This is an optimization exercise on Yosys and OpenROAD, whose aim is small area, not a production implementation. In this exercise RTL edits were held to simulation tests only and were not proved equivalent to the original. Power and IR drop assume default switching activity.

P:
## FIFO
module FIFO #(parameter WIDTH=16,DEPTH=32)(
            input clk,rst,
            input [WIDTH-1:0]data_in,
            input wr,rd,
            output reg[WIDTH-1:0]data_out,
            output reg empty,
            output reg full
            );
clock: 5.0 ns
lec_check: 0
cap_margin: 20
core_margin: 2
core_utilization: 50
slew_margin: 20
standard.sh (not shown) runs the stock make flow with config.mk's settings and CLKGATE_MAP_FILE= SYNTH_SCRIPT=/design/flow/synth_recipe.tcl, a recipe that flattens the netlist after the stock synthesis.
==> flow/flow/run.sh <==
#!/bin/bash
# Standard ORFS flow (the standard.sh) with:
#  - an area-oriented ABC script in synthesis (flow/synth.tcl, flow/area.abc)
#  - CTS with larger sink clusters of clkbuf_8 and no dummy loads
#  - port buffers made with buf_1
D=$(pwd)
export MY_ABC_SCRIPT=$D/flow/area.abc
export CTS_ARGS="-sink_clustering_enable -repair_clock_nets -dont_use_dummy_load -buf_list {sky130_fd_sc_hd__clkbuf_8} -sink_clustering_size 20 -sink_clustering_max_diameter 50"
export BUFFER_PORTS_ARGS="-buffer_cell sky130_fd_sc_hd__buf_1"
bash standard.sh SYNTH_SCRIPT=$D/flow/synth.tcl finish > $D/flow.log 2>&1
==> flow/flow/area.abc <==
strash
&get -n
&fraig -x
&put
scorr
dc2
strash
&get -n
&dch -f
&nf -R 1000
&put
==> flow/flow/synth.tcl <==
# The standard flow's synthesis (synth_recipe.tcl) with the ABC script swapped for an
# area-oriented one; everything else, including dfflibmap, is unchanged.
proc synth {args} { yosys synth -nofsm -noshare {*}$args }
proc my_abc_args {a} {
  set i [lsearch -exact $a -script]
  return [lreplace $a [expr {$i+1}] [expr {$i+1}] $::env(MY_ABC_SCRIPT)]
}
set f [open $::env(SCRIPTS_DIR)/synth.tcl r]; set s [read $f]; close $f
set s [string map [list {log_cmd abc {*}$abc_args} {log_cmd abc {*}[my_abc_args $abc_args]}] $s]
set f [open $::env(OBJECTS_DIR)/synth_patched.tcl w]; puts $f $s; close $f
source $::env(OBJECTS_DIR)/synth_patched.tcl
# left out here: clear keep_hierarchy, flatten, clean up, hide names made inside functions, write 1_2_yosys.v
Setup changes, P to Q
==> flow/flow/run.sh <==
#!/bin/bash
# Standard ORFS flow (the standard.sh) with:
#  - an area-oriented ABC script in synthesis (flow/synth.tcl, flow/area.abc)
#  - CTS with larger sink clusters of clkbuf_8 and no dummy loads
#  - port buffers made with buf_1
D=$(pwd)
export MY_ABC_SCRIPT=$D/flow/area.abc
export CTS_ARGS="-sink_clustering_enable -repair_clock_nets -dont_use_dummy_load -buf_list {sky130_fd_sc_hd__clkbuf_8} -sink_clustering_size 16 -sink_clustering_max_diameter 60"
export BUFFER_PORTS_ARGS="-buffer_cell sky130_fd_sc_hd__buf_1"
bash standard.sh SYNTH_SCRIPT=$D/flow/synth.tcl finish > $D/flow.log 2>&1
-- flow/config.mk --
<<< P, line 8
export CAP_MARGIN = 20
export CORE_MARGIN = 2
export CORE_UTILIZATION = 50
export SLEW_MARGIN = 20
>>> Q, line 8
export CAP_MARGIN = 20
export CORE_MARGIN = 2
export CORE_UTILIZATION = 40
export GPL_TIMING_DRIVEN = 0
export SLEW_MARGIN = 20
### Flow results
- Q has less setup slack than P.
- Q vs. P: critical path depth went down by 1.
- [Q vs P] fraction of power consumed by the clock network: lower in Q
- P → Q: wire length of the first global-routing pass fell by about 0.4%; share of the clock period used by the worst path rose by 4.9 points; power after layout rose by 0.85%; number of non-clock buffers rose by 5.8%; core box area rose by 9200 um^2.
The inputs of R differ from those of Q as listed below.
==> flow/flow/run.sh <==
#!/bin/bash
# Standard ORFS flow (the standard.sh) with:
#  - an area-oriented ABC script in synthesis (flow/synth.tcl, flow/area.abc)
#  - CTS with smaller clock buffers and no dummy loads
D=$(pwd)
export MY_ABC_SCRIPT=$D/flow/area.abc
export CTS_ARGS="-sink_clustering_enable -repair_clock_nets -dont_use_dummy_load -buf_list {sky130_fd_sc_hd__clkbuf_4 sky130_fd_sc_hd__clkbuf_8}"
bash standard.sh SYNTH_SCRIPT=$D/flow/synth.tcl finish > $D/flow.log 2>&1
-- flow/config.mk --
<<< Q, line 9
export CORE_MARGIN = 2
export CORE_UTILIZATION = 40
export GPL_TIMING_DRIVEN = 0
export SLEW_MARGIN = 20
>>> R, line 9
export CORE_MARGIN = 2
export CORE_UTILIZATION = 40
export SLEW_MARGIN = 20
Results
Minimum setup slack after placement on R is up relative to Q.
Compared with Q, R shows a fraction of the cycle the final worst path needs that is 7.6 points lower.
Diff Q..R | placed instance count | negligible
Lower fraction of standard cell area that is sequential was reported by R, not Q.
Switching power summed over all nets: R > Q
Of the two candidates, Q has the worse smallest setup slack after layout and R the better one.
| cell area after layout | R vs Q | worse |
Changes in S relative to R:
-- flow/config.mk --
<<< R, line 8
export CAP_MARGIN = 20
export CORE_MARGIN = 2
export CORE_UTILIZATION = 40
export SLEW_MARGIN = 20
>>> S, line 8
export CAP_MARGIN = 20
export CORE_MARGIN = 2
export CORE_UTILIZATION = 65
export SLEW_MARGIN = 20
==> notes.md <==
Diff R -> S | HPWL reported at the end of detailed placement | down slightly. S and R ended up with nearly the same worst-case clock skew. Compared with R, global-route wire length before repair in S decreased by a few percent. Cmp S vs R: setup slack lower in S. Cmp S vs R: number of clock buffer instances in the layout lower in S.

## what the ideal ports hide
Ports are ideal in the flow. The routed layouts listed here were re-timed in OpenROAD. Step 1 assumes that a clkbuf_16 drives the clock port and a buf_2 every other input. Step 2 also shifts input and output timing later by t, the mid clock arrival at the registers, as if the neighbouring blocks saw the same clock. Three values: ideal ports, drivers, drivers and shift; two values: the first two.
run	t, ns	slack for setup (ns)	worst setup path at the end
P	0.645	1.502 / 1.502 / 1.502	register to register
Q	0.659	1.259 / 1.259 / 0.960	input to register
R	0.654	1.640 / 1.640 / 1.533	input to register
S	0.627	1.477 / 1.477 / 1.477	register to register
After both steps setup and hold are still met in every run listed. The setup slack of Q, which loses most, moves by 0.000 ns with the drivers and by -0.299 ns with both steps.
